This design comes from an exercise in tuning for small area and a short achievable clock period on the open sky130 flow, not from production work.
Function was checked by simulation only, so behaviour that the tests miss may differ from the original.
Power figures rest on the tool's default switching activity, not on a simulated workload.

==> design/flow/design.v <==
module PC(clk,reset,AddrIn,AddrOut);
  input clk;
  input reset;  
  input[15:0] AddrIn;
  output[15:0] AddrOut;
  reg[15:0] R;
  assign AddrOut=R;
  always @(posedge clk)
    if (reset) R<=0;
    else R<=AddrIn;
endmodule
module IF_ID(Clk,Reset,Flush,InsIn,PCIn,InsOut,PCOut);
input Clk;
input Reset;
input Flush;
input[15:0]InsIn;
input[15:0]PCIn;
output[15:0]InsOut;
output[15:0]PCOut;
reg[31:0]R;
assign InsOut=R[31:16];
assign PCOut=R[15:0];
always@(posedge Clk)
if(Reset)R<=0;
else if(Flush)R<=0;
else begin R[31:16]<=InsIn;R[15:0]<=PCIn;end
endmodule
module DECODER(opcode,controls);
input[4:0] opcode;
output reg[7:0]controls;
parameter NOP=5'b00000,ADD=5'b00001,SUB=5'b00010,MOVI=5'b00011;
parameter LODR=5'b00100,STOR=5'b00101,JMP=5'b00110,JEQ=5'b00111;
always@(opcode)
case(opcode)
NOP:controls=8'b00000010;
ADD:controls=8'b00100011;
SUB:controls=8'b00100111;
MOVI:controls=8'b00100001;
LODR:controls=8'b10000011;
STOR:controls=8'b01000010;
JMP:controls=8'b00101010;
JEQ:controls=8'b00110110;
default:controls=8'b00000010;
endcase
endmodule
module RG(Clk, R1, R2, R3, D1, D2, D3, RegWrite);
input [2:0] R1,R2,R3;
input [15:0]D3;
input Clk;
input RegWrite;
output [15:0]D1,D2;
reg[15:0]RAM[7:0];
assign D1=RAM[R1];
assign D2=RAM[R2];
always@(posedge Clk)
if(RegWrite==1)RAM[R3]<=D3;
endmodule
module ADD5_16(in5,in16,out);
input[4:0]in5;
input[15:0]in16;
output[15:0]out;
wire[15:0]temp;
assign temp={{(11){in5[4]}},in5};
assign out=temp+in16;
endmodule
module ADD11_16(in11,in16,out);
input[10:0]in11;
input[15:0]in16;
output[15:0]out;
wire[15:0]temp;
assign temp={{(5){in11[10]}},in11};
assign out=temp+in16;
endmodule
module ID_EX(Clk,Reset,Flush,ControlsIn,Data1In,Data2In,JEQAddrIn,JMPAddrIn,Imm8In,Reg1In,Reg2In,ControlsOut,Data1Out,Data2Out,JEQAddrOut,JMPAddrOut,Imm8Out,Reg1Out,Reg2Out);
input Clk,Reset,Flush;
input[7:0]ControlsIn;
input[15:0]Data1In;
input[15:0]Data2In;
input[15:0]JEQAddrIn;
input[15:0]JMPAddrIn;
input[7:0]Imm8In;
input[2:0]Reg1In;
input[2:0]Reg2In;
output[7:0]ControlsOut;
output[15:0]Data1Out;
output[15:0]Data2Out;
output[15:0]JEQAddrOut;
output[15:0]JMPAddrOut;
output[7:0]Imm8Out;
output[2:0]Reg1Out;
output[2:0]Reg2Out;
reg[85:0]R;
assign ControlsOut=R[85:78];
assign Data1Out=R[77:62];
assign Data2Out=R[61:46];
assign JEQAddrOut=R[45:30];
assign JMPAddrOut=R[29:14];
assign Imm8Out=R[13:6];
assign Reg1Out=R[5:3];
assign Reg2Out=R[2:0];
always@(posedge Clk)
begin
if(Reset)R<=0;
else if(Flush)R<=0;
else 
begin 
R[85:78]<=ControlsIn;
R[77:62]<=Data1In;
R[61:46]<=Data2In;
R[45:30]<=JEQAddrIn;
R[29:14]<=JMPAddrIn;
R[13:6]<=Imm8In;
R[5:3]<=Reg1In;
R[2:0]<=Reg2In;
end
end
endmodule
module MUX2_1(a0,a1,s,y);
input [15:0] a0,a1;
input s;
output [15:0]y;
assign y=s? a1:a0;
endmodule
module ALU(
input[15:0] dataA,
input[15:0] dataB,
input op,
output reg[15:0] result,
output zero
);
assign zero=~|result;
always @(dataA,dataB,op)
case (op)
1'b0:result=dataA+dataB;
1'b1:result=dataA-dataB;
endcase
endmodule
module EXT8_16(
  input[7:0] in,
  output[15:0] out
);
  assign out={{(8){in[7]}},in};
endmodule
module EX_MEM(
input Clk,
input Reset,
input Flush,
input[4:0]ControlsIn,
input[15:0]ResultIn,
input ZeroIn,
input[15:0]DataIn,
input[15:0]MemAddrIn,
input[15:0]JEQAddrIn,
input[2:0]Reg1In,
output[4:0]ControlsOut,
output[15:0]ResultOut,
output ZeroOut,
output[15:0]DataOut,
output[15:0]MemAddrOut,
output[15:0]JEQAddrOut,
output[2:0]Reg1Out
);
reg[72:0]R;
assign ControlsOut=R[72:68];
assign ResultOut=R[67:52];
assign ZeroOut=R[51];
assign DataOut=R[50:35];
assign MemAddrOut=R[34:19];
assign JEQAddrOut=R[18:3];
assign Reg1Out=R[2:0];
always@(posedge Clk)
if(Reset)R<=0;
else if(Flush)R<=0;
else begin
R[72:68]<=ControlsIn;
R[67:52]<=ResultIn;
R[51]<=ZeroIn;
R[50:35]<=DataIn;
R[34:19]<=MemAddrIn;
R[18:3]<=JEQAddrIn;
R[2:0]<=Reg1In;
end
endmodule
module AND(
  input in1,
  input in2,
  output out
);
  assign out=in1&in2;
endmodule
module CONTROL_HAZARD(JEQControl,JMPControl,IF_IDFLUSH,ID_EXFLUSH,EX_MAFLUSH);
input JEQControl,JMPControl;
output IF_IDFLUSH,ID_EXFLUSH,EX_MAFLUSH;
assign IF_IDFLUSH=JMPControl|JEQControl;
assign ID_EXFLUSH=JMPControl|JEQControl;
assign EX_MAFLUSH=JEQControl;
endmodule
module DATA_HARZARD(
input EX_MEM_RW,
input[2:0]EX_MEM_Reg1,
input[2:0]ID_EX_Reg1,
input[2:0]ID_EX_Reg2,
output reg S_D1_Result,
output reg S_D2_Result
);
always@(EX_MEM_RW,EX_MEM_Reg1,ID_EX_Reg1,ID_EX_Reg2)
begin
if(EX_MEM_RW)
begin
if(EX_MEM_Reg1==ID_EX_Reg1)
S_D1_Result=1;
else S_D1_Result=0;
if(EX_MEM_Reg1==ID_EX_Reg2)
S_D2_Result=1;
else S_D2_Result=0;
end
else
begin
S_D1_Result=0;
S_D2_Result=0;
end
end
endmodule
module MEM_WB(
input clk,
input reset,
input controlsIn,
input[15:0] result2In,
input[2:0] Reg1In,
output controlsOut,
output[15:0] result2Out,
output[2:0] Reg1Out
);
reg[19:0] R;
assign controlsOut=R[19];
assign result2Out=R[18:3];
assign Reg1Out=R[2:0];
always@(posedge clk)
if (reset) R<=0;
else begin
R[19]<=controlsIn;
R[18:3]<=result2In;
R[2:0]<=Reg1In; 
end
endmodule
module PCPLUS(
  input[15:0] in,
  output[15:0] out
); 
  assign out=in+1;
endmodule
module CPU(
input clk,
input reset,
output[15:0]imem_addr,
input[15:0]imem_data,
output dmem_re,
output dmem_we,
output[15:0]dmem_addr,
output[15:0]dmem_wdata,
input[15:0]dmem_rdata,
output wb_en,
output[2:0]wb_reg,
output[15:0]wb_data
);
wire[15:0]AddrFromAddrMUX2;
wire[15:0]AddrToPC;
assign AddrToPC=AddrFromAddrMUX2;
wire[15:0]AddrFromPC;
PC pc(clk,reset,AddrToPC,AddrFromPC);
wire[15:0]AddrToIMEM;
assign AddrToIMEM=AddrFromPC;
wire[15:0]InsFromIMEM;
assign imem_addr=AddrToIMEM;
assign InsFromIMEM=imem_data;
wire[15:0]InsToIFID;
assign InsToIFID=InsFromIMEM;
wire[15:0]AddrToIFID;
assign AddrToIFID=AddrFromPC;
wire[15:0]InsFromIFID;
wire[15:0]AddrFromIFID;
wire FlushIFID;
IF_ID ifid(clk,reset,FlushIFID,InsToIFID,AddrToIFID,InsFromIFID,AddrFromIFID);
wire[4:0] OpcodeToDecoder;
assign OpcodeToDecoder=InsFromIFID[15:11];
wire[7:0]ControlsFromDecoder;
DECODER decoder(OpcodeToDecoder,ControlsFromDecoder);
wire RegWriteFromMEMWB;
wire RegWriteToRG;
assign RegWriteToRG=RegWriteFromMEMWB;
wire[2:0]Reg1ToRG;
assign Reg1ToRG=InsFromIFID[10:8];
wire[2:0]Reg2ToRG;
assign Reg2ToRG=InsFromIFID[7:5];
wire[2:0]Reg1FromMEMWB;
wire[2:0]Reg3ToRG;
assign Reg3ToRG=Reg1FromMEMWB;
wire[15:0]ResultFromMEMWB;
wire[15:0]Data3ToRG;
assign Data3ToRG=ResultFromMEMWB;
wire[15:0]Data1FromRG;
wire[15:0]Data2FromRG;
RG rg(clk,Reg1ToRG,Reg2ToRG,Reg3ToRG,Data1FromRG,Data2FromRG,Data3ToRG,RegWriteToRG);
wire[4:0]Offset5TOADDER5;
assign Offset5TOADDER5=InsFromIFID[4:0];
wire[15:0]AddrToADDER5;
assign AddrToADDER5=AddrFromIFID;
wire[15:0]JEQAddrFromADDER5;
ADD5_16 JEQADDR(Offset5TOADDER5,AddrToADDER5,JEQAddrFromADDER5);
wire[10:0]Offset11TOADDER11;
assign Offset11TOADDER11=InsFromIFID[10:0];
wire[15:0]AddrToADDER11;
assign AddrToADDER11=AddrFromIFID;
wire[15:0]JMPAddrFromADDER11;
ADD11_16 JMPaddr(Offset11TOADDER11,AddrToADDER11,JMPAddrFromADDER11);
wire[7:0]ControlsToIDEX;
assign ControlsToIDEX=ControlsFromDecoder;
wire[15:0]Data1ToIDEX;
assign Data1ToIDEX=Data1FromRG;
wire[15:0]Data2ToIDEX;
assign Data2ToIDEX=Data2FromRG;
wire[15:0]JEQAddrToIDEX;
assign JEQAddrToIDEX=JEQAddrFromADDER5;
wire[15:0]JMPAddrToIDEX;
assign JMPAddrToIDEX=JMPAddrFromADDER11;
wire[7:0]Imm8ToIDEX;
assign Imm8ToIDEX=InsFromIFID[7:0];
wire[2:0]Reg1ToIDEX;
wire[2:0]Reg2ToIDEX;
assign Reg1ToIDEX=InsFromIFID[10:8];
assign Reg2ToIDEX=InsFromIFID[7:5];
wire FlushIDEX; 
wire[7:0]ControlsFromIDEX;
wire[15:0]Data1FromIDEX;
wire[15:0]Data2FromIDEX;
wire[15:0]JEQAddrFromIDEX;
wire[15:0]JMPAddrFromIDEX;
wire[7:0]Imm8FromIDEX;
wire[2:0]Reg1FromIDEX;
wire[2:0]Reg2FromIDEX;
ID_EX idex(clk,reset,FlushIDEX,ControlsToIDEX,Data1ToIDEX,Data2ToIDEX,JEQAddrToIDEX,JMPAddrToIDEX,Imm8ToIDEX,Reg1ToIDEX,Reg2ToIDEX,ControlsFromIDEX,Data1FromIDEX,Data2FromIDEX,JEQAddrFromIDEX,JMPAddrFromIDEX,Imm8FromIDEX,Reg1FromIDEX,Reg2FromIDEX);
wire[15:0]Data1ToMux1;
wire[15:0]Data2ToMux2;
assign Data1ToMux1=Data1FromIDEX;
assign Data2ToMux2=Data2FromIDEX;
wire[15:0]ResultToMux1;   
wire[15:0]ResultToMux2;
wire SelectMux1;
wire SelectMux2;
wire[15:0]Mux1Data1ToALu;
wire[15:0]Mux2Data2ToALu;
MUX2_1 AluData1Mux(Data1ToMux1,ResultToMux1,SelectMux1,Mux1Data1ToALu);
MUX2_1 AluData2Mux(Data2ToMux2,ResultToMux2,SelectMux2,Mux2Data2ToALu);
wire AluopToAlu;
assign AluopToAlu=ControlsFromIDEX[2];
wire[15:0]ResultFromAlu;
wire ZeroFromAlu;
ALU alu(Mux1Data1ToALu,Mux2Data2ToALu,AluopToAlu,ResultFromAlu,ZeroFromAlu);
wire[7:0]Imm8ToSEXT8;
assign Imm8ToSEXT8=Imm8FromIDEX;
wire[15:0]Imm16FromSEXT8;
EXT8_16 imm8_16(Imm8ToSEXT8,Imm16FromSEXT8);
wire JMPFlag;
assign JMPFlag=ControlsFromIDEX[3];
wire opToMUXResultorImm;
assign opToMUXResultorImm=ControlsFromIDEX[1]; 
wire[15:0]Data1ToMUXResultorImm;
wire[15:0]Data0ToMUXResultorImm;
assign Data0ToMUXResultorImm=Imm16FromSEXT8;
assign Data1ToMUXResultorImm=ResultFromAlu;
wire[15:0]DataFromMUXResultorImm;
MUX2_1 MUXResultorImm(Data0ToMUXResultorImm,Data1ToMUXResultorImm,opToMUXResultorImm,DataFromMUXResultorImm);
wire[4:0]ControlsToEXMEM;
assign ControlsToEXMEM={ControlsFromIDEX[7],ControlsFromIDEX[6],ControlsFromIDEX[4],ControlsFromIDEX[5],ControlsFromIDEX[0]};
wire[15:0]ResultToEXMEM;
assign ResultToEXMEM=DataFromMUXResultorImm;
wire ZeroToEXMEM;
assign ZeroToEXMEM=ZeroFromAlu;
wire[15:0] MemAddrToEXMEM;
assign MemAddrToEXMEM=Data2FromIDEX;
wire[15:0]DataToEXMEM;
assign DataToEXMEM=Data1FromIDEX;
wire[15:0]JEQAddrToEXMEM;
assign JEQAddrToEXMEM=JEQAddrFromIDEX;
wire[2:0]Reg1ToEXMEM;
assign Reg1ToEXMEM=Reg1FromIDEX;
wire FlushEXMEM;
wire[4:0]ControlsFromEXMEM;
wire[15:0]ResultFromEXMEM;
wire ZeroFromEXMEM;
wire[15:0]MemAddrFromEXMEM;
wire[15:0]DataFromEXMEM;
wire[15:0]JEQAddrFromEXMEM;
wire[2:0]Reg1FromEXMEM;
EX_MEM exmem(clk,reset,FlushEXMEM,ControlsToEXMEM,ResultToEXMEM,ZeroToEXMEM,DataToEXMEM,MemAddrToEXMEM,JEQAddrToEXMEM,Reg1ToEXMEM,ControlsFromEXMEM,ResultFromEXMEM,ZeroFromEXMEM,DataFromEXMEM,MemAddrFromEXMEM,JEQAddrFromEXMEM,Reg1FromEXMEM);
assign ResultToMux1=ResultFromEXMEM;
assign ResultToMux2=ResultFromEXMEM;
wire ReadToDMEM;
assign ReadToDMEM=ControlsFromEXMEM[4];
wire WriteToDMEM;
assign WriteToDMEM=ControlsFromEXMEM[3];
wire[15:0]AddrToDMEM;
assign AddrToDMEM=MemAddrFromEXMEM;
wire[15:0]DataToDMEM;
assign DataToDMEM=DataFromEXMEM;
wire[15:0]DataFromDMEM;
assign dmem_re=ReadToDMEM;
assign dmem_we=WriteToDMEM;
assign dmem_addr=AddrToDMEM;
assign dmem_wdata=DataToDMEM;
assign DataFromDMEM=dmem_rdata;
wire JEQFlag;
wire JEQSignal;
assign JEQSignal=ControlsFromEXMEM[2];
AND JEQFLAG(ZeroFromEXMEM,JEQSignal,JEQFlag);
CONTROL_HAZARD controlhazard(JEQFlag,JMPFlag,FlushIFID,FlushIDEX,FlushEXMEM);
wire EXMEM_WB;
assign EXMEM_WB=ControlsFromEXMEM[0];
DATA_HARZARD datahazard(EXMEM_WB,Reg1FromEXMEM,Reg1FromIDEX,Reg2FromIDEX,SelectMux1,SelectMux2);
wire opToMUXResultorMem;
assign opToMUXResultorMem=ControlsFromEXMEM[1]; 
wire[15:0]Data0ToMUXResultorMem;
assign Data0ToMUXResultorMem=DataFromDMEM;
wire[15:0]Data1ToMUXResultorMem;
assign Data1ToMUXResultorMem=ResultFromEXMEM;
wire[15:0]DataFromMUXResultorMem;
MUX2_1 MUXResultorMem(Data0ToMUXResultorMem,Data1ToMUXResultorMem,opToMUXResultorMem,DataFromMUXResultorMem);
wire RegWriteToMEMWB;
assign RegWriteToMEMWB=ControlsFromEXMEM[0];
wire[15:0]ResultToMEMWB;
assign ResultToMEMWB=DataFromMUXResultorMem;
wire[2:0]Reg1ToMEMWB;
assign Reg1ToMEMWB=Reg1FromEXMEM;
MEM_WB memwb(clk,reset,RegWriteToMEMWB,ResultToMEMWB,Reg1ToMEMWB,RegWriteFromMEMWB,ResultFromMEMWB,Reg1FromMEMWB);
wire[15:0]AddrToPCPLUS;
assign AddrToPCPLUS=AddrFromPC;
wire[15:0]AddrFromPCPLUS;
PCPLUS pcplus(AddrToPCPLUS,AddrFromPCPLUS);
wire opToAddrMUX1;
assign opToAddrMUX1=JMPFlag; 
wire[15:0]Addr0ToAddrMUX1;
assign Addr0ToAddrMUX1=AddrFromPCPLUS;
wire[15:0]Addr1ToAddrMUX1;
assign Addr1ToAddrMUX1=JMPAddrFromIDEX;
wire[15:0]AddrFromAddrMUX1;
MUX2_1 AddrMUX1(Addr0ToAddrMUX1,Addr1ToAddrMUX1,opToAddrMUX1,AddrFromAddrMUX1);
wire opToAddrMUX2;
assign opToAddrMUX2=JEQFlag;
wire[15:0]Addr0ToAddrMUX2;
assign Addr0ToAddrMUX2=AddrFromAddrMUX1;
wire[15:0]Addr1ToAddrMUX2;
assign Addr1ToAddrMUX2=JEQAddrFromEXMEM;
MUX2_1 AddrMUX2(Addr0ToAddrMUX2,Addr1ToAddrMUX2,opToAddrMUX2,AddrFromAddrMUX2);
assign wb_en=RegWriteFromMEMWB;
assign wb_reg=Reg1FromMEMWB;
assign wb_data=ResultFromMEMWB;
endmodule
==> design/flow/run.sh <==
#!/bin/bash
# synth_recipe.tcl (not shown) runs the flow's synth.tcl, then flattens the netlist and writes it again
# the make line also repeats each setting of config.mk as NAME=value (left out here)
make -C /OpenROAD-flow-scripts/flow DESIGN_CONFIG=/design/flow/config.mk WORK_HOME=/design/flow/orfs CLKGATE_MAP_FILE= SYNTH_SCRIPT=/design/flow/synth_recipe.tcl finish
==> design/flow/config.mk <==
export PLATFORM = sky130hd
export DESIGN_NAME = CPU
export DESIGN_NICKNAME = CPU
export VERILOG_FILES = /design/flow/design.v
export SDC_FILE = /design/flow/constraint.sdc
export NUM_CORES = 4
export LEC_CHECK = 0
export CAP_MARGIN = 20
export CORE_MARGIN = 2
export CORE_UTILIZATION = 40
export SLEW_MARGIN = 20
==> design/flow/constraint.sdc <==
create_clock -name core_clock -period 5.0 [get_ports {clk}]
set_input_delay 1.0000 -clock core_clock [delete_from_list [all_inputs] [get_ports {clk}]]
set_output_delay 1.0000 -clock core_clock [all_outputs]
set_load 0.01 [all_outputs]
==> results.tsv, run 1 <==
metric	value	unit
final_layout_size_suffix_gt1_share	11.7	%
fin_nets	1421	
p_comb_share	10.6	%
cp.required	5.45	ns
portBuffers	103	
outcome	complete, no violations	
antenna_cells	0	
synth_async_sr_flop_share	0	%
rows	71	
cp-end-kind	flip-flop	
core	37400	sq um
dp_hpwl	24500	um
drcViolationCount	0	
maxSlewViolCount	0	
grt_overflow_total	0	
crit_path_max_incr_delay	0.52	ns
grt_max_degree	57	
worstSkewPairLatency	0.54	ns
hold_depth	1	
htree_levels	2	
irDropWorstVdd	0.189	mV
p_per_area	358	nW/um^2
dp_slack	0.463	ns
fmax	0.218	GHz
cp.depth	14	
place_area	16700	sq um
power.total	6.36	mW
synth_top_area_share	29.8	%
cts_resized	0	
worst_pin_slew	1.07	ns
seq_area_frac_synth	55.3	%
ctsHoldBuffers	0	
intPower	4.80	mW
synth_area_leader_cell	dfxtp_1	
vias	9751	
cts-root-buf	clkbuf_16	
cpMaxStageDelayCell	or4_1	
crit_arrival	5.05	ns
synth_edf_count	128	
ys_seq_elements	352	
ys.warnings.count	9	
syn_area	15100	sq um
die_x	198	um
fin_crit	4.59	ns
grt_pass1_vias	9783	
syn_area_per_cell	12.1	sq um
drt_pass1_iterations	5	
grt_usage	19.0	%
p_leak	6.47	nW
clockPowerShare	39.6	%
timing.hold.ws	0.422	ns
setup_violations	0	
wl_per_cell	19.5	um
die_area	39200	sq um
grt_pass1_wl	56500	um
setup_slack	0.405	ns
swShare	24.5	%
syn_to_final_growth	18.1	%
power_frac_seq	49.8	%
cts_buffer_depth	3	
crit_chain	xnor2_1, nand4_1, mux2_2, nand2b_1, xnor2_1, fa_1, a21oi_2, o21bai_1, xor2_1, or4_1, or4_1, or4_1, or4b_1, nor4b_2	
synthTopCellsByArea	dfxtp_1, edfxtp_1, mux4_2, mux2i_1, and2_1	
fin_skew	0.0108	ns
die_y	198	um
hold_violations	0	
synth_ff_type	dfxtp_1	
period_share	91.9	%
r2r_cells	14	
critPathKind	reg -> reg	
crit_buf_inv	0	
vias_per_cell	5.19	
power.switching	1.56	mW
cts_made_buffers	37	
design_area	17800	sq um
critPathLaunchType	flip-flop	
post_cts_buffers	0	
antenna_found_initial	1	
hold_path.class	reg -> reg	
start_util	40.3	%
synthCells	1248	
drt_iter0_drc	799	
setup_tns	0	ns
ant_nets	0	
rsz0062_at_grt	no	
cts_tree	built	
totalWireLength	36700	um
gp_congestion	0.845	
drv_cap	0	
path_max_fanout	7	
yosysUniqueCellTypes	58	
cts.reportedPaths.clkPinSlew	0.06	ns
syn-num-nets	1325	
crit_family	simple AND/OR/NAND/NOR gates	
slew_headroom	28.6	%
cts.sinks	352	
io_pins	104	
crit_top_cell	or4_1	
cell type report:
type	count	area (sq um)
Sequential cell	352	8330
Tap cell	511	639
Inverter	12	45.0
Clock buffer	51	1010
Clock inverter	13	87.6
Multi-Input combinational cell	824	6530
Fill cell	3342	19600
Timing Repair Buffer	117	1140
stage by stage:
step / cells / util (%)
2_1_floorplan: 1248 / -
3_3_place_gp: 1816 / 44.5
5_1_grt: 1880 / 47.5
3_5_place_dp: 1816 / 44.5
4_1_cts: 1880 / 47.5
6_report: 1880 / 47.5
kinds of logic (layout without fill, tap and decap cells):
group	after synthesis	in the layout	synth area share (%)
compound gates	149	149	6.03
mux	145	145	15.1
buf+inv	72	193	1.80
flops	352	352	55.3
xor+xnor	63	63	3.76
simple gates	424	424	14.3
fa+ha+maj	43	43	3.67
layout by cell type (no fill, tap or decap), drive strengths merged, types with 9 or more instances in the layout:
| cell type | count |
|---|---|
| a211oi | 13 |
| a21oi | 56 |
| and2 | 105 |
| and3 | 9 |
| buf | 14 |
| clkbuf | 51 |
| clkdlybuf4s50 | 103 |
| clkinv | 11 |
| dfxtp | 224 |
| edfxtp | 128 |
| ha | 41 |
| inv | 13 |
| mux2 | 15 |
| mux2i | 66 |
| mux4 | 64 |
| nand2 | 76 |
| nand2b | 22 |
| nand3 | 12 |
| nor2 | 118 |
| nor2b | 12 |
| nor3 | 29 |
| o211ai | 9 |
| o21ai | 37 |
| or3 | 9 |
| xnor2 | 39 |
| xor2 | 23 |
worst paths after layout:
check	slack (ns)	to	start
min	0.42	exmem.R[71]	idex.R[84]
max reg2reg	0.41	exmem.R[51]	exmem.R[2]
max	0.41	exmem.R[51]	exmem.R[2]
min reg2reg	0.42	exmem.R[71]	idex.R[84]
routing by layer:
| layer | vias to the layer above | track usage (%) | share of wire (%) |
|---|---|---|---|
| li1 | 4699 | - | - |
| met1 | 4754 | 27.6 | 48 |
| met5 | - | 0 | 0.035 |
| met3 | 49 | 3.36 | 5.6 |
| met2 | 247 | 29.5 | 45 |
| met4 | 2 | 4.76 | 1.7 |
power by group through the flow:
stage               Clock [mW]  Sequential, mW  Combinational [mW]
detailed placement           0            3.23               0.667
global route              2.71            3.18               0.736
floorplan                    0            3.18               0.464
CTS                       2.58            3.17               0.671
finish                    2.52            3.16               0.673
global placement             0            3.23               0.665
synth_stat cells (4+ instances only):
master	n
a31oi_1	5
nor3b_1	4
xor2_1	23
a21o_1	4
nand4_1	5
a21oi_1	54
nor2b_1	12
a211oi_1	13
nor2_1	118
nand2_1	76
or3_1	9
buf_1	15
o211ai_1	9
ha_1	41
clkbuf_1	44
nand3_1	12
and3_1	9
nand2b_1	22
mux2i_1	66
and2_1	105
o21a_1	6
or4_1	6
dfxtp_1	224
mux2_2	15
edfxtp_1	128
mux4_2	64
nor4_1	5
nor3_1	29
inv_1	12
o21ai_0	36
xnor2_1	39
registers in the layout, indices dropped and copies added (netlist names), named ones only:
name	cells
pc.R	16
idex.R	78
exmem.R	73
ifid.R	29
memwb.R	20
rg.RAM	128
==> run 2, diff against run 1 <==
==> design/flow/design.v (replaced) <==
module CPU(
input clk,
input reset,
output[15:0]imem_addr,
input[15:0]imem_data,
output dmem_re,
output dmem_we,
output[15:0]dmem_addr,
output[15:0]dmem_wdata,
input[15:0]dmem_rdata,
output wb_en,
output[2:0]wb_reg,
output[15:0]wb_data
);
reg [15:0] pc;
assign imem_addr = pc;
reg [4:0]  if_op;      
reg [10:0] if_f;       
reg [15:0] rf [7:0];
reg        wb_en_r;
reg [2:0]  wb_reg_r;
reg [15:0] wb_data_r;
always @(posedge clk)
  if (wb_en_r) rf[wb_reg_r] <= wb_data_r;
wire [2:0] id_ra = if_f[10:8];
wire [2:0] id_rb = if_f[7:5];
wire id_add  = (if_op == 5'd1);
wire id_sub  = (if_op == 5'd2);
wire id_movi = (if_op == 5'd3);
wire id_lodr = (if_op == 5'd4);
wire id_stor = (if_op == 5'd5);
wire id_jmp  = (if_op == 5'd6);
wire id_jeq  = (if_op == 5'd7);
wire id_rw   = id_add | id_sub | id_movi | id_lodr;
wire [11:0] id_djmp = {if_f[10], if_f} - 12'd2;
wire [15:0] id_d1 = id_jmp  ? {4'b0, id_djmp} : rf[id_ra];
wire [15:0] id_d2 = id_movi ? {{8{if_f[7]}}, if_f[7:0]} : rf[id_rb];
reg ex_rw, ex_mr, ex_mw, ex_jeq, ex_jmp, ex_sub;
reg ex_s1, ex_e1, ex_s2, ex_e2;
reg [15:0] ex_d1, ex_d2;
reg [2:0]  ex_rd;
reg [4:0]  ex_off;
reg mem_rw, mem_mr, mem_mw, mem_tk;
reg [15:0] mem_x, mem_addr;
reg [2:0]  mem_rd;
wire fwd1 = ex_rw & (ex_rd == id_ra);
wire fwd2 = ex_rw & (ex_rd == id_rb);
wire id_use1 = id_add | id_sub | id_lodr | id_jeq;
wire id_s1 = fwd1 & id_use1;
wire id_s2 = fwd2 & id_use1;
wire id_e1 = ~id_s1 & ~id_movi;
wire id_e2 = ~id_s2 & ~id_stor;
wire flush = ex_jmp | mem_tk;
wire kill  = reset | flush;
wire [15:0] opa = ({16{ex_s1}} & mem_x) | ({16{ex_e1}} & ex_d1);
wire [15:0] opb = ({16{ex_s2}} & mem_x) | ({16{ex_e2}} & ex_d2);
wire [15:0] alu = ex_sub ? (opa - opb) : (opa + opb);
wire        eq  = (opa == opb);
wire [5:0]  djeq = {ex_off[4], ex_off} - 6'd3;
assign dmem_re    = mem_mr;
assign dmem_we    = mem_mw;
assign dmem_addr  = mem_addr;
assign dmem_wdata = mem_x;
wire [15:0] mem_res = mem_mr ? dmem_rdata : mem_x;
wire [15:0] delta = mem_tk ? {{10{mem_addr[5]}}, mem_addr[5:0]} :
                    ex_jmp ? {{4{ex_d1[11]}}, ex_d1[11:0]} : 16'd1;
always @(posedge clk) begin
  if (reset) pc <= 16'd0;
  else       pc <= pc + delta;
  if (kill) if_op <= 5'd0;
  else      if_op <= imem_data[15:11];
  if_f <= imem_data[10:0];
  if (kill) begin
    ex_rw <= 1'b0; ex_mr <= 1'b0; ex_mw <= 1'b0;
    ex_jeq <= 1'b0; ex_jmp <= 1'b0;
  end else begin
    ex_rw <= id_rw; ex_mr <= id_lodr; ex_mw <= id_stor;
    ex_jeq <= id_jeq; ex_jmp <= id_jmp;
  end
  ex_sub <= id_sub;
  ex_s1 <= id_s1; ex_e1 <= id_e1;
  ex_s2 <= id_s2; ex_e2 <= id_e2;
  ex_d1 <= id_d1;
  ex_d2 <= id_d2;
  ex_rd <= id_ra;
  ex_off <= if_f[4:0];
  if (reset | mem_tk) begin
    mem_rw <= 1'b0; mem_mr <= 1'b0; mem_mw <= 1'b0; mem_tk <= 1'b0;
  end else begin
    mem_rw <= ex_rw; mem_mr <= ex_mr; mem_mw <= ex_mw; mem_tk <= ex_jeq & eq;
  end
  mem_x <= alu;
  mem_addr <= ex_jeq ? {10'b0, djeq} : ex_d2;
  mem_rd <= ex_rd;
  if (reset) wb_en_r <= 1'b0;
  else       wb_en_r <= mem_rw;
  wb_reg_r  <= mem_rd;
  wb_data_r <= mem_res;
end
assign wb_en   = wb_en_r;
assign wb_reg  = wb_reg_r;
assign wb_data = wb_data_r;
endmodule
==> results.tsv, run 2 <==
metric	value	unit	change
outcome	complete, no violations		
drt_iter0_drc	829		+3.8%
grt_overflow_total	0		unchanged
drv_cap	0		unchanged
fin_nets	1156		-19%
gr-usage-met2	31.5	%	+2.0 points
yosysUniqueCellTypes	67		+16%
fin_crit	3.30	ns	-1.29 ns
ys.warnings.count	1		-8
layout_commonest_cell	dfxtp_1		
start_util	40.7	%	+0.45 points
antenna_found_initial	1		unchanged
yosysMostFrequentCell	dfxtp_1		
cp-end-kind	flip-flop		
post_cts_buffers	0		unchanged
syn_area	12500	sq um	-17%
synth_ff_type	dfxtp_1		
largest_register	rf		
grt_pass1_wl	47800	um	-15%
synth_top_area_share	30.8	%	+1.0 points
final_layout_size_suffix_gt1_share	15.1	%	+3.4 points
cts.reportedPaths.clkPinSlew	0.06	ns	about the same
vias	8087		-17%
io_pins	104		unchanged
synth_async_sr_flop_share	0	%	unchanged
rr_startpoint	mem_tk		
layout_common_cells	dfxtp_1, edfxtp_1, clkdlybuf4s50_1		
fin_skew	0.0192	ns	+0.00841 ns
worst_pin_slew	1.06	ns	-0.00919 ns
die_area	32600	sq um	-17%
grtUsageMet3	3.31	%	-0.041 points
use_met1	25.5	%	-2.1 points
drt_pass1_iterations	5		unchanged
ant_nets	0		unchanged
regArea	6670	sq um	-20%
ctsHoldBuffers	0		unchanged
syn_to_final_growth	18.7	%	
maxSlewViolCount	0		unchanged
startpoint	mem_tk		
slew_headroom	29.1	%	+0.46 points
wl_per_cell	20.8	um	+6.3%
critPathLaunchType	flip-flop		
synth_area_leader_cell	edfxtp_1		
critPathKind	reg -> reg		
busiest_layer	met2		
syn-num-nets	1070		-19%
cts-root-buf	clkbuf_16		
ys_seq_elements	269		-24%
hold_path.class	reg -> reg		
cts.sinks	269		-24%
cts_tree	built		
rsz0062_at_grt	no		
htree_levels	1		-1
grt_max_degree	38		-33%
fmax	0.303	GHz	+39%
path_max_fanout	12		+5
rows	64		-9.9%
syn_area_per_cell	12.7	sq um	+5.0%
drcViolationCount	0		unchanged
r2r_cells	10		-4
gp_congestion	0.855		+1.1%
totalWireLength	30900	um	-16%
r2r_end	pc[10]		
dp_hpwl	21700	um	-11%
r2r_slack	1.70	ns	+1.29 ns
antenna_cells	0		unchanged
synthTopCellsByCount	dfxtp_1, edfxtp_1, mux4_2		
setup_slack	1.70	ns	+1.29 ns
crit_arrival	3.72	ns	-1.33 ns
fillCellCount	2711		-19%
synth_edf_count	128		unchanged
cp.required	5.42	ns	-0.03 ns
setup_tns	0	ns	unchanged
irDropWorstVdd	0.298	mV	+58%
p_per_area	402	nW/um^2	+12%
largest_register_ffs	128		unchanged
seq_area_frac_synth	53.4	%	-1.9 points
cts_resized	0		unchanged
core	30700	sq um	-18%
die_y	181	um	-8.8%
hold_violations	0		unchanged
cts_buffer_depth	3		unchanged
vias_per_cell	5.43		+4.6%
grt_usage	18.9	%	-0.17 points
grt_pass1_vias	8158		-17%
synthCells	986		-21%
p_leak	5.56	nW	-14%
portBuffers	103		unchanged
multi_input_area	5410	sq um	-17%
cts_made_buffers	28		-24%
period_share	66.0	%	-26 points
setup_violations	0		unchanged
dp_slack	1.73	ns	+1.26 ns
setup.worst_path.end	pc[10]		
worstSkewPairLatency	0.54	ns	about the same
die_x	181	um	-8.8%
synthTopCellsByArea	edfxtp_1, dfxtp_1, mux4_2, ha_1, a22o_1		
## run 2: cell count changes in the layout (fill, tap and decap cells not counted), sizes merged, moves of 14 or more
| cell | before | now |
|---|---|---|
| and2 | 105 | 9 |
| clkbuf | 51 | 37 |
| o21ai | 37 | 56 |
| a22o | 0 | 34 |
| nor2 | 118 | 55 |
| a21oi | 56 | 37 |
| xnor2 | 39 | 24 |
| inv | 13 | 39 |
| dfxtp | 224 | 141 |
| nor2b | 12 | 27 |
| nand2b | 22 | 7 |
| nand2 | 76 | 55 |
| mux2i | 66 | 18 |
## run 2: worst max-delay path: stages (launching register included)
cell and delay (ns):
dfxtp_1 0.38, nor2b_1 0.57, a21oi_1 0.18, ha_1 0.27, fa_1 0.45, a21oi_1 0.15
nor2b_1 0.08, a311oi_1 0.43, o2bb2ai_2 0.21, o21a_1 0.16, mux2_2 0.32
## run 2: power by group
group | switching (mW) | total, mW | internal [mW]
Combinational | 0.465 | 0.971 | 0.507
Sequential | 0.290 | 2.89 | 2.60
Clock | 0.852 | 2.10 | 1.25
Total | 1.61 | 5.96 | 4.36
## run 2: worst min path at each step
stage / slack, ns / startpoint / cells past startpoint / to
finish: 0.33 / mem_rd[0] / 0 / wb_reg_r[0]
global route: 0.35 / mem_rd[0] / 0 / wb_reg_r[0]
CTS: 0.33 / mem_rd[0] / 0 / wb_reg_r[0]
detailed placement: 0.32 / mem_rd[0] / 0 / wb_reg_r[0]
global placement: 0.31 / mem_rd[1] / 0 / wb_reg_r[1]
floorplan: 0.31 / mem_rd[0] / 0 / wb_reg_r[0]
## run 2: final cells by class
cell class                 count  area share (%)
sequential                   269            45.0
multi-input combinational    615            36.5
timing repair buffer         119            7.77
clock buffer                  37            5.51
tap                          396            3.34
inverter                      39           0.988
clock inverter                15           0.903
## run 2: cells by family after synthesis
family                   after synthesis  share of synthesized area [%]
AO/OA/AOI/OAI                        211                           12.0
XOR/XNOR                              41                           2.88
adder cells (fa/ha/maj)               50                           5.19
buffers and inverters                102                           3.53
flip-flops                           269                           53.4
multiplexers                         103                           14.9
AND/OR/NAND/NOR                      210                           8.10
## run 2: per-stage QoR
step | instances | util (%) | power, mW | hold WS [ns] | instance area (sq um)
after detailed placement | 1438 | 45.2 | 3.90 | 0.317 | 13900
after CTS | 1490 | 48.3 | 6.02 | 0.333 | 14800
after global placement | 1438 | 45.2 | 3.90 | 0.313 | 13900
after global routing | 1490 | 48.3 | 6.22 | 0.348 | 14800
after floorplan | 986 | - | 3.35 | 0.310 | 12500
final | 1490 | 48.3 | 5.96 | 0.331 | 14800
## run 2: metal layers
layer,vias up,part of all wire [%]
met2,198,48
met1,3978,45
met3,41,5.5
li1,3870,-
met4,0,2.1
met5,-,0

==> separate check: timing with driven ports <==
The results above use ideal ports. As a check the final layouts listed here were re-extracted and re-timed, cells and wires unchanged. Step 1: set_driving_cell puts a clkbuf_16 on clk and a buf_2 on each other input, an assumption about the parent block. Step 2 moves the port delays by t, midway between the first and last clock arrival at a register: inputs arrive t later, outputs are due t later. That takes back most of the time a late clock gives input paths. a / b / c = no drivers / after step 1 / after step 2; a / b = the first two.
run | t (ns) | slack for setup (ns) | worst hold slack (ns) | worst setup path after step 2 | latest minus earliest clock arrival (ns)
run 1 | 0.583 | 0.405 / 0.405 / 0.405 | 0.422 / 0.422 / 0.422 | register to register | 0.012 / 0.012
run 2 | 0.579 | 1.698 / 1.698 / 1.698 | 0.331 / 0.331 / 0.331 | register to register | 0.020 / 0.019
After both steps setup and hold are still met in every run listed.
